What follows belongs to an exercise in optimizing a design on an open flow for small area, a short achievable clock period and few clock cycles; a production flow would make more cautious choices. Only simulation tests tie the RTL to the original design; equivalence was not proved. Power figures rest on the tool's default switching activity, not on a simulated workload.

## oak
==> flow/design.v (excerpt) <==
module top_module(clk,rst,mem_addr,mem_wdata,mem_rdata,mem_rd,mem_wr,mem_ready);
  input clk,rst;
  output [15:0] mem_addr,mem_wdata;
  input  [15:0] mem_rdata;
  output mem_rd,mem_wr;
  input  mem_ready;
  reg sF, sW, sJ, sD1, sD2, sSW, sJR, sJ2;    
  reg pinc;                      
  reg xp;                        
  reg [15:0] PC;
  reg [15:0] IR, MDR;
  reg fS, fZ, fV, fC;
  reg [15:0] R0,R1,R2,R3,R4,R5,R6,R7;
  reg [7:0] vld;                 
  function [9:0] dec;            
    input [6:0] op;
    reg alu;
    begin
      alu = op[6] & ~op[2] & (~op[5] | (op[4:3] == 2'b00));
      dec[9] = (op[6:2] == 5'b00111);
      dec[8] = (op[6:2] == 5'b00101);
      dec[7] = ((op[6:2] == 5'b01001) | (op[6:2] == 5'b01011) | (op[6:2] == 5'b01101)) & (op[1:0] != 2'b11);
      dec[6] = (op[6:3] == 4'b1101);
      dec[5] = alu;
      dec[4] = (op[6:1] == 6'b011101);
      dec[3] = (op == 7'b0111001);
      dec[2] = (op == 7'b0111000);
      dec[1] = (op[6:4] == 3'b000);
      dec[0] = (op[6:1] == 6'b011101 & op[0]) | (alu & (op[1:0] == 2'b11)) | (op[6:4] == 3'b000 & op[3]);
    end
  endfunction
  wire [6:0] op = IR[15:9];
  wire [2:0] rb = IR[8:6], rx = IR[5:3], rd = IR[2:0];
  wire [9:0] di = dec(op);
  wire i_jr = di[9], i_jal = di[8], i_jcc = di[7], i_neg = di[6], i_alu = di[5],
       i_ld = di[4], i_mov = di[3], i_ldi = di[2], i_st = di[1], i_ind = di[0];
  wire [1:0] mode = op[1:0];
  wire [2:0] fn = op[5:3];
  wire i_mem = i_ld | (i_alu & mode[1]) | i_st;
  wire [9:0] dn = dec(mem_rdata[15:9]);
  wire n_jr = dn[9];
  wire n_two = dn[8] | dn[7] | dn[4] | dn[2] | dn[1] | (dn[5] & (mem_rdata[10:9] != 2'b01));
  ...
==> flow/config.mk <==
export PLATFORM = sky130hd
export DESIGN_NAME = top_module
export DESIGN_NICKNAME = top_module
export VERILOG_FILES = /design/flow/design.v
export SDC_FILE = /design/flow/constraint.sdc
export NUM_CORES = 4
export LEC_CHECK = 0
export CAP_MARGIN = 20
export CORE_MARGIN = 2
export CORE_UTILIZATION = 70
export CTS_BUF_LIST = sky130_fd_sc_hd__clkbuf_8
export CTS_CLUSTER_DIAMETER = 60
export CTS_CLUSTER_SIZE = 14
export SLEW_MARGIN = 20
export SYNTH_MEMORY_MAX_BITS = 16384
==> flow/constraint.sdc <==
create_clock -name core_clock -period 12.0 [get_ports {clk}]
set_input_delay 2.4000 -clock core_clock [delete_from_list [all_inputs] [get_ports {clk}]]
set_output_delay 2.4000 -clock core_clock [all_outputs]
set_load 0.01 [all_outputs]
standard.sh (not shown) runs the stock make flow with config.mk's settings and CLKGATE_MAP_FILE= SYNTH_SCRIPT=/design/flow/synth_recipe.tcl, a recipe that flattens the netlist after the stock synthesis.
==> flow/flow/run.sh <==
#!/bin/bash
# Layout flow: the standard flow, with timing repair aimed below the period
# (repair_timing's setup margin) and plain buffers on the ports; the constraints
# are the standard flow's, unchanged.
bash standard.sh SETUP_SLACK_MARGIN=7.5 "BUFFER_PORTS_ARGS=-buffer_cell sky130_fd_sc_hd__buf_2" finish > standard.log 2>&1
Testbench counts of oak, summed over its fixed seeds: cycles 7,362.
--- input diff oak..pine ---
--- a/flow/design.v
+++ b/flow/design.v
@@ -69,21 +69,24 @@
   wire sub = i_neg | (i_alu & (fn == 3'b001 | fn == 3'b100));
   wire f_and = i_alu & (fn == 3'b010);
   wire f_or  = i_alu & (fn == 3'b011);
   wire [15:0] A = a_en ? Q : 16'd0;
   wire [15:0] B = b_mdr ? MDR : P;
   wire [15:0] Bx = B ^ {16{sub}};
   wire [16:0] sum = {1'b0, A} + {1'b0, Bx} + {16'd0, sub};
   wire ovf = (A[15] == Bx[15]) & (sum[15] != A[15]);
   wire [15:0] res = f_and ? (A & B) : f_or ? (A | B) : sum[15:0];
   wire arith = ~(f_and | f_or);
-  wire zr = ~|res;
+  wire [15:0] hs = A ^ Bx;
+  wire [15:0] kc = {A[14:0] | Bx[14:0], sub};
+  wire zsum = ~|(hs ^ kc);
+  wire zr = f_and ? ~|(A & B) : f_or ? ~|(A | B) : zsum;
   wire x_wr = xp & (i_ldi | i_mov | i_ld | i_neg | i_jal | (i_alu & fn != 3'b100));
   wire x_fl = xp & i_alu;
   wire ea  = sW & i_mem;
   wire xp_ = ea | sJR;                            
   wire rm  = ea | sJ2 | (sJ & cond);
   wire cin = ~xp_;
   wire [15:0] X = xp_ ? P : PC;
   wire [15:0] Y = ea ? Q : 16'd0;
   wire [15:0] M = mem_rdata & {16{rm}};
   wire [15:0] cs = X ^ Y ^ M;
[summary]
pine: no failed stages, no open violations at the end. Relative to oak, pine improves clock period minus worst slack. Compared with oak, pine shows a met2 track demand over resource in global routing that is 0.20 points lower. In the tables for pine and oak, relative area change from synthesis to final layout reads lower with oak. For oak, the worst setup path category was reg2reg, unlike pine, where it was in2reg. pine has more setup slack than oak. pine vs. oak: number of placed instances with taps included went up by about 1.4%. pine: fraction of the cycle the final worst path needs lower than oak. Between pine and oak, the global-route usage over all layers is lower for oak. Diff oak -> pine: total chip power shows an increase of about 18%; first-pass GRT wire length higher; hold slack neither gained nor lost much.
Testbench counts of pine, summed over its fixed seeds: cycles 7,362.

========
Another version of the RTL of top_module (not shown whole).
For scale: roughly 1,300 cells after synthesis, ~13,000 µm² of cells after synthesis.
==> module top_module, before the edit <==
module top_module(clk,rst,mem_addr,mem_wdata,mem_rdata,mem_rd,mem_wr,mem_ready);
  input clk,rst;
  output [15:0] mem_addr,mem_wdata;
  input  [15:0] mem_rdata;
  output mem_rd,mem_wr;
  input  mem_ready;
  reg sF, sW, sD1, sD2, sSW, sJR;
  reg xp;                        
  reg [15:0] PC;
  reg [15:0] IR, MDR;
  reg fS, fZ, fV, fC;
  reg [15:0] R0,R1,R2,R3,R4,R5,R6,R7;
  reg [7:0] vld;                 
  function [9:0] dec;            
    input [6:0] op;
    reg alu;
    begin
      alu = op[6] & ~op[2] & (~op[5] | (op[4:3] == 2'b00));
      dec[9] = (op[6:2] == 5'b00111);
      dec[8] = (op[6:2] == 5'b00101);
      dec[7] = ((op[6:2] == 5'b01001) | (op[6:2] == 5'b01011) | (op[6:2] == 5'b01101)) & (op[1:0] != 2'b11);
      dec[6] = (op[6:3] == 4'b1101);
      dec[5] = alu;
      dec[4] = (op[6:1] == 6'b011101);
      dec[3] = (op == 7'b0111001);
      dec[2] = (op == 7'b0111000);
      dec[1] = (op[6:4] == 3'b000);
      dec[0] = (op[6:1] == 6'b011101 & op[0]) | (alu & (op[1:0] == 2'b11)) | (op[6:4] == 3'b000 & op[3]);
    end
  endfunction
  wire [6:0] op = IR[15:9];
  wire [2:0] rb = IR[8:6], rx = IR[5:3], rd = IR[2:0];
  wire [9:0] di = dec(op);
  wire i_jr = di[9], i_jal = di[8], i_jcc = di[7], i_neg = di[6], i_alu = di[5],
       i_ld = di[4], i_mov = di[3], i_ldi = di[2], i_st = di[1], i_ind = di[0];
  wire [1:0] mode = op[1:0];
  wire [2:0] fn = op[5:3];
  wire i_mem = i_ld | (i_alu & mode[1]) | i_st;
  wire [9:0] dn = dec(mem_rdata[15:9]);
  wire n_jr = dn[9];
  wire n_two = dn[8] | dn[7] | dn[4] | dn[2] | dn[1] | (dn[5] & (mem_rdata[10:9] != 2'b01));
  wire n_x1 = dn[3] | dn[6] | (dn[5] & (mem_rdata[10:9] == 2'b01));
  reg cond;
  always @(*) begin
    case ({op[4:3], op[1:0]})
      4'b0000: cond = 1'b1;
      4'b0001: cond = fZ;
      4'b0010: cond = ~fZ;
      4'b0100: cond = fC;
      4'b0101: cond = ~fC;
      4'b0110: cond = fV;
      4'b1000: cond = ~fV;
      4'b1001: cond = fS;
      4'b1010: cond = ~fS;
      default: cond = 1'b0;
    endcase
  end
  wire p_d = sSW | sJR | (xp & i_neg);
  wire [2:0] pidx = p_d ? rd : rb;
  wire [2:0] qidx = sW ? rx : rd;
  wire [7:0] pdec = (8'b1 << pidx) & vld;
  wire [7:0] qdec = (8'b1 << qidx) & vld;
  wire [15:0] P = ({16{pdec[0]}} & R0) | ({16{pdec[1]}} & R1) | ({16{pdec[2]}} & R2) | ({16{pdec[3]}} & R3) |
                  ({16{pdec[4]}} & R4) | ({16{pdec[5]}} & R5) | ({16{pdec[6]}} & R6) | ({16{pdec[7]}} & R7);
  wire [15:0] Q = ({16{qdec[0]}} & R0) | ({16{qdec[1]}} & R1) | ({16{qdec[2]}} & R2) | ({16{qdec[3]}} & R3) |
                  ({16{qdec[4]}} & R4) | ({16{qdec[5]}} & R5) | ({16{qdec[6]}} & R6) | ({16{qdec[7]}} & R7);
  wire a_en = i_alu;                               
  wire b_mdr = ~(i_mov | i_neg | (i_alu & mode == 2'b01));
  wire sub = i_neg | (i_alu & (fn == 3'b001 | fn == 3'b100));
  wire f_and = i_alu & (fn == 3'b010);
  wire f_or  = i_alu & (fn == 3'b011);
  wire [15:0] A = a_en ? Q : 16'd0;
  wire [15:0] B = b_mdr ? MDR : P;
  wire [15:0] Bx = B ^ {16{sub}};
  wire [16:0] sum = {1'b0, A} + {1'b0, Bx} + {16'd0, sub};
  wire ovf = (A[15] == Bx[15]) & (sum[15] != A[15]);
  wire [15:0] res = f_and ? (A & B) : f_or ? (A | B) : sum[15:0];
  wire arith = ~(f_and | f_or);
  wire x_wr = xp & (i_ldi | i_mov | i_ld | i_neg | i_jal | (i_alu & fn != 3'b100));
  wire x_fl = xp & i_alu;
  wire ea  = sW & i_mem;
  wire br  = sW & (i_jal | i_jcc);
  wire [15:0] X = ea ? P : br ? PC : 16'd0;
  wire [15:0] Y = ea ? Q : 16'd0;
  wire [15:0] cs = X ^ Y ^ mem_rdata;
  wire [15:0] cc = (X & Y) | (X & mem_rdata) | (Y & mem_rdata);
  wire [15:0] adr = cs + {cc[14:0], br};
  wire [15:0] inc = PC + 16'd1;
  assign mem_rd = sF | sW | sD1 | sD2;
  assign mem_wr = sSW;
  assign mem_addr = (sF | sW) ? PC : MDR;
  assign mem_wdata = P;
  wire done = mem_ready;
  always @(posedge clk or negedge rst) begin
    if (!rst) begin
      sF <= 1'b1; sW <= 1'b0; sD1 <= 1'b0; sD2 <= 1'b0; sSW <= 1'b0; sJR <= 1'b0;
      xp <= 1'b0;
      PC <= 16'd0;
      fS <= 1'b0; fZ <= 1'b0; fV <= 1'b0; fC <= 1'b0;
      vld <= 8'd0;
    end else begin
      xp <= 1'b0;
      if (x_fl) begin
        fS <= res[15]; fZ <= (res == 16'd0);
        fC <= arith & sum[16]; fV <= arith & ovf;
      end
      if (x_wr) vld[rd] <= 1'b1;
      if (sF) begin
        if (done) begin
          PC <= inc;
          sF <= ~(n_two | n_jr);
          xp <= n_x1;
          sW <= n_two;
          sJR <= n_jr;
        end
      end
      if (sW & done) begin
        sW <= 1'b0;
        PC <= ((i_jcc & cond) | i_jal) ? adr : inc;
        if (i_mem) begin
          if (i_ind) sD1 <= 1'b1;
          else if (i_st) sSW <= 1'b1;
          else sD2 <= 1'b1;
        end else begin
          sF <= 1'b1;
          xp <= ~i_jcc;
        end
      end
      if (sD1 & done) begin
        sD1 <= 1'b0;
        if (i_st) sSW <= 1'b1; else sD2 <= 1'b1;
      end
      if (sD2 & done) begin
        sD2 <= 1'b0; sF <= 1'b1; xp <= 1'b1;
      end
      if (sSW & done) begin
        sSW <= 1'b0; sF <= 1'b1;
      end
      if (sJR) begin
        sJR <= 1'b0; sF <= 1'b1; PC <= P;
      end
    end
  end
  always @(posedge clk) begin
    if (sF & done) IR <= mem_rdata;
    if (sW & done & i_jal) MDR <= inc;
    else if ((sW | sD1 | sD2) & done) MDR <= adr;
  end
  wire [15:0] wdat = res;
  always @(posedge clk) begin
    if (x_wr) begin
      case (rd)
        3'd0: R0 <= wdat; 3'd1: R1 <= wdat; 3'd2: R2 <= wdat; 3'd3: R3 <= wdat;
        3'd4: R4 <= wdat; 3'd5: R5 <= wdat; 3'd6: R6 <= wdat; default: R7 <= wdat;
      endcase
    end
  end
endmodule
Settings: LEC_CHECK=0, CAP_MARGIN=20, CORE_MARGIN=2, CORE_UTILIZATION=40, SLEW_MARGIN=20, SYNTH_MEMORY_MAX_BITS=16384; clock period 12.0 ns.
run.sh (not shown) runs the stock make flow with config.mk's settings and CLKGATE_MAP_FILE= SYNTH_SCRIPT=/design/flow/synth_recipe.tcl, a recipe that flattens the netlist after the stock synthesis.
Stock flow here: none of the scripts above is used.
Testbench counts at the start, summed over its fixed seeds: cycles 7,535.
Next try:
--- a/flow/design.v
+++ b/flow/design.v
@@ -55,11 +55,9 @@
       4'b1010: cond = ~fS;
       default: cond = 1'b0;
     endcase
   end
-  wire p_d = sSW | sJR | (xp & i_neg);
-  wire [2:0] pidx = p_d ? rd : rb;
-  wire [2:0] qidx = sW ? rx : rd;
+  reg [2:0] pidx, qidx;           
   wire [7:0] pdec = (8'b1 << pidx) & vld;
   wire [7:0] qdec = (8'b1 << qidx) & vld;
   wire [15:0] P = ({16{pdec[0]}} & R0) | ({16{pdec[1]}} & R1) | ({16{pdec[2]}} & R2) | ({16{pdec[3]}} & R3) |
                   ({16{pdec[4]}} & R4) | ({16{pdec[5]}} & R5) | ({16{pdec[6]}} & R6) | ({16{pdec[7]}} & R7);
@@ -98,15 +96,23 @@
       xp <= 1'b0;
       PC <= 16'd0;
       fS <= 1'b0; fZ <= 1'b0; fV <= 1'b0; fC <= 1'b0;
       vld <= 8'd0;
+      pidx <= 3'd0; qidx <= 3'd0;
     end else begin
       xp <= 1'b0;
       if (x_fl) begin
         fS <= res[15]; fZ <= (res == 16'd0);
         fC <= arith & sum[16]; fV <= arith & ovf;
       end
       if (x_wr) vld[rd] <= 1'b1;
+      if (sF & done) begin
+        pidx <= (dn[6] | n_jr) ? mem_rdata[2:0] : mem_rdata[8:6];
+        qidx <= n_two ? mem_rdata[5:3] : mem_rdata[2:0];
+      end
+      if (sW & done) begin
+        pidx <= rd; qidx <= rd;
+      end
       if (sF) begin
         if (done) begin
           PC <= inc;
           sF <= ~(n_two | n_jr);
=> The changed run finished with timing, DRC and antenna clean; sequential power rises by 3.3%; power rises by 1.4%; die area falls by 4.2%; worst setup slack gains 0.98 ns; global-route usage falls by 3.2 points; flip-flop and latch count is unchanged.
Testbench counts after the change, summed over its fixed seeds: cycles 7,535.

========
top_module, a different RTL version from the one above (not shown whole).
For scale: roughly 210 flip-flops, about 53 I/O pins, ~13000 µm² of cells after synthesis.
## top_module
module top_module(clk,rst,mem_addr,mem_wdata,mem_rdata,mem_rd,mem_wr,mem_ready);
clock: 12.0 ns
lec_check: 0
abc_area: 1
cap_margin: 20
core_margin: 2
core_utilization: 70
cts_buf_list: sky130_fd_sc_hd__clkbuf_8
cts_cluster_diameter: 60
cts_cluster_size: 14
slew_margin: 20
synth_memory_max_bits: 16384
standard.sh (not shown) runs the stock make flow with config.mk's settings and CLKGATE_MAP_FILE= SYNTH_SCRIPT=/design/flow/synth_recipe.tcl, a recipe that flattens the netlist after the stock synthesis.
==> flow/flow/run.sh <==
#!/bin/bash
# Layout flow: the standard flow, with timing repair aimed below the period
# (repair_timing's setup margin) and plain buffers on the ports; the constraints
# are the standard flow's, unchanged.
bash standard.sh SETUP_SLACK_MARGIN=7.25 "BUFFER_PORTS_ARGS=-buffer_cell sky130_fd_sc_hd__buf_2" finish > standard.log 2>&1
Testbench counts at the start, summed over its fixed seeds: cycles 7,362.
Rerun with:
--- a/flow/design.v
+++ b/flow/design.v
@@ -50,35 +50,36 @@
       4'b0010: cond = ~fZ;
       4'b0100: cond = fC;
       4'b0101: cond = ~fC;
       4'b0110: cond = fV;
       4'b1000: cond = ~fV;
       4'b1001: cond = fS;
       4'b1010: cond = ~fS;
       default: cond = 1'b0;
     endcase
   end
   reg [7:0] psel, qsel;           
+  reg pm;                         
   wire [7:0] pdec = psel;
   wire [7:0] qdec = qsel;
   wire [15:0] P = ({16{pdec[0]}} & R0) | ({16{pdec[1]}} & R1) | ({16{pdec[2]}} & R2) | ({16{pdec[3]}} & R3) |
-                  ({16{pdec[4]}} & R4) | ({16{pdec[5]}} & R5) | ({16{pdec[6]}} & R6) | ({16{pdec[7]}} & R7);
+                  ({16{pdec[4]}} & R4) | ({16{pdec[5]}} & R5) | ({16{pdec[6]}} & R6) | ({16{pdec[7]}} & R7) |
+                  ({16{pm}} & MDR);
   wire [15:0] Q = ({16{qdec[0]}} & R0) | ({16{qdec[1]}} & R1) | ({16{qdec[2]}} & R2) | ({16{qdec[3]}} & R3) |
                   ({16{qdec[4]}} & R4) | ({16{qdec[5]}} & R5) | ({16{qdec[6]}} & R6) | ({16{qdec[7]}} & R7);
   wire a_en = i_alu;                               
-  wire b_mdr = ~(i_mov | i_neg | (i_alu & mode == 2'b01));
   wire sub = i_neg | (i_alu & (fn == 3'b001 | fn == 3'b100));
   wire f_and = i_alu & (fn == 3'b010);
   wire f_or  = i_alu & (fn == 3'b011);
   wire [15:0] A = a_en ? Q : 16'd0;
-  wire [15:0] B = b_mdr ? MDR : P;
+  wire [15:0] B = P;
   wire [15:0] Bx = B ^ {16{sub}};
   wire [16:0] sum = {1'b0, A} + {1'b0, Bx} + {16'd0, sub};
   wire ovf = (A[15] == Bx[15]) & (sum[15] != A[15]);
   wire [15:0] res = f_and ? (A & B) : f_or ? (A | B) : sum[15:0];
   wire arith = ~(f_and | f_or);
   wire [15:0] hs = A ^ Bx;
   wire [15:0] kc = {A[14:0] | Bx[14:0], sub};
   wire zsum = ~|(hs ^ kc);
   wire zr = f_and ? ~|(A & B) : f_or ? ~|(A | B) : zsum;
   wire x_wr = xp & (i_ldi | i_mov | i_ld | i_neg | i_jal | (i_alu & fn != 3'b100));
   wire x_fl = xp & i_alu;
@@ -154,25 +155,27 @@
         sSW <= 1'b0; sF <= 1'b1;
       end
       if (sJR) begin
         sJR <= 1'b0; sF <= 1'b1; PC <= adr;
       end
     end
   end
   always @(posedge clk) begin
     if (sF & done) begin
       psel <= (8'b1 << ((dn[6] | n_jr) ? mem_rdata[2:0] : mem_rdata[8:6])) & vldn;
       qsel <= (8'b1 << (n_two ? mem_rdata[5:3] : mem_rdata[2:0])) & vldn;
+      pm <= 1'b0;
     end else if (sW & done) begin
-      psel <= (8'b1 << rd) & vldn;
+      psel <= (8'b1 << rd) & vldn & {8{i_st}};     
       qsel <= (8'b1 << rd) & vldn;
+      pm <= ~i_st;
     end
     if (sF & done) IR <= mem_rdata;
     if (sW & done & (i_mem | i_jal)) MDR <= adr;
     else if ((sW | sD1 | sD2) & done) MDR <= mem_rdata;
   end
   wire [15:0] wdat = res;
   always @(posedge clk) begin
     if (x_wr) begin
       case (rd)
         3'd0: R0 <= wdat; 3'd1: R1 <= wdat; 3'd2: R2 <= wdat; 3'd3: R3 <= wdat;
         3'd4: R4 <= wdat; 3'd5: R5 <= wdat; 3'd6: R6 <= wdat; default: R7 <= wdat;
The new run produced a clean layout.
Final area shrinks slightly.
Sequential share of layout area grows by 0.52 points.
Sequential power grows by a little under a tenth.
Via count barely changes.
Final cell count shrinks slightly.
Worst hold slack gets better by 0.032 ns.
Power grows by a few percent.
Global-route usage grows by 0.17 points.
Wire length grows slightly.
Count of clock-buffer cells in the layout does not change.
Utilization shrinks by 2.8 points.
Clock power shrinks by a few percent.
Testbench counts after the change, summed over its fixed seeds: cycles 7,362.

-- what the ideal ports hide --
No port has a modelled driver above. Below, the same layouts with a new extraction and two added sets of constraints.
Step 1: set_driving_cell puts a clkbuf_16 on clk and a buf_2 on each other input, an assumption about the parent block.
Step 2 times the ports against the registers' clock, not the clock port: input delays grow and output delays shrink by t, the midpoint of the rising clock arrivals with the driver on.
Slacks: ideal ports / drivers / drivers and shift; pairs: ideal ports / drivers.
run | shift t [ns] | setup slack, ns | cell pins on the clock port's net
oak | 0.587 | 6.390 / 6.390 / 6.190 | 1
pine | 0.579 | 7.163 / 7.156 / 6.577 | 1
the first run of note 2 | 0.506 | 4.943 / 4.891 / 5.048 | 1
the second run of note 2 | 0.491 | 5.924 / 5.924 / 5.885 | 1
the first run of note 3 | 0.591 | 7.317 / 7.274 / 6.812 | 1
the second run of note 3 | 0.579 | 7.324 / 7.280 / 6.895 | 1
After both steps setup and hold are still met in every run listed. The setup slack of pine, which loses most, moves by -0.007 ns with the drivers and by -0.586 ns with both steps.
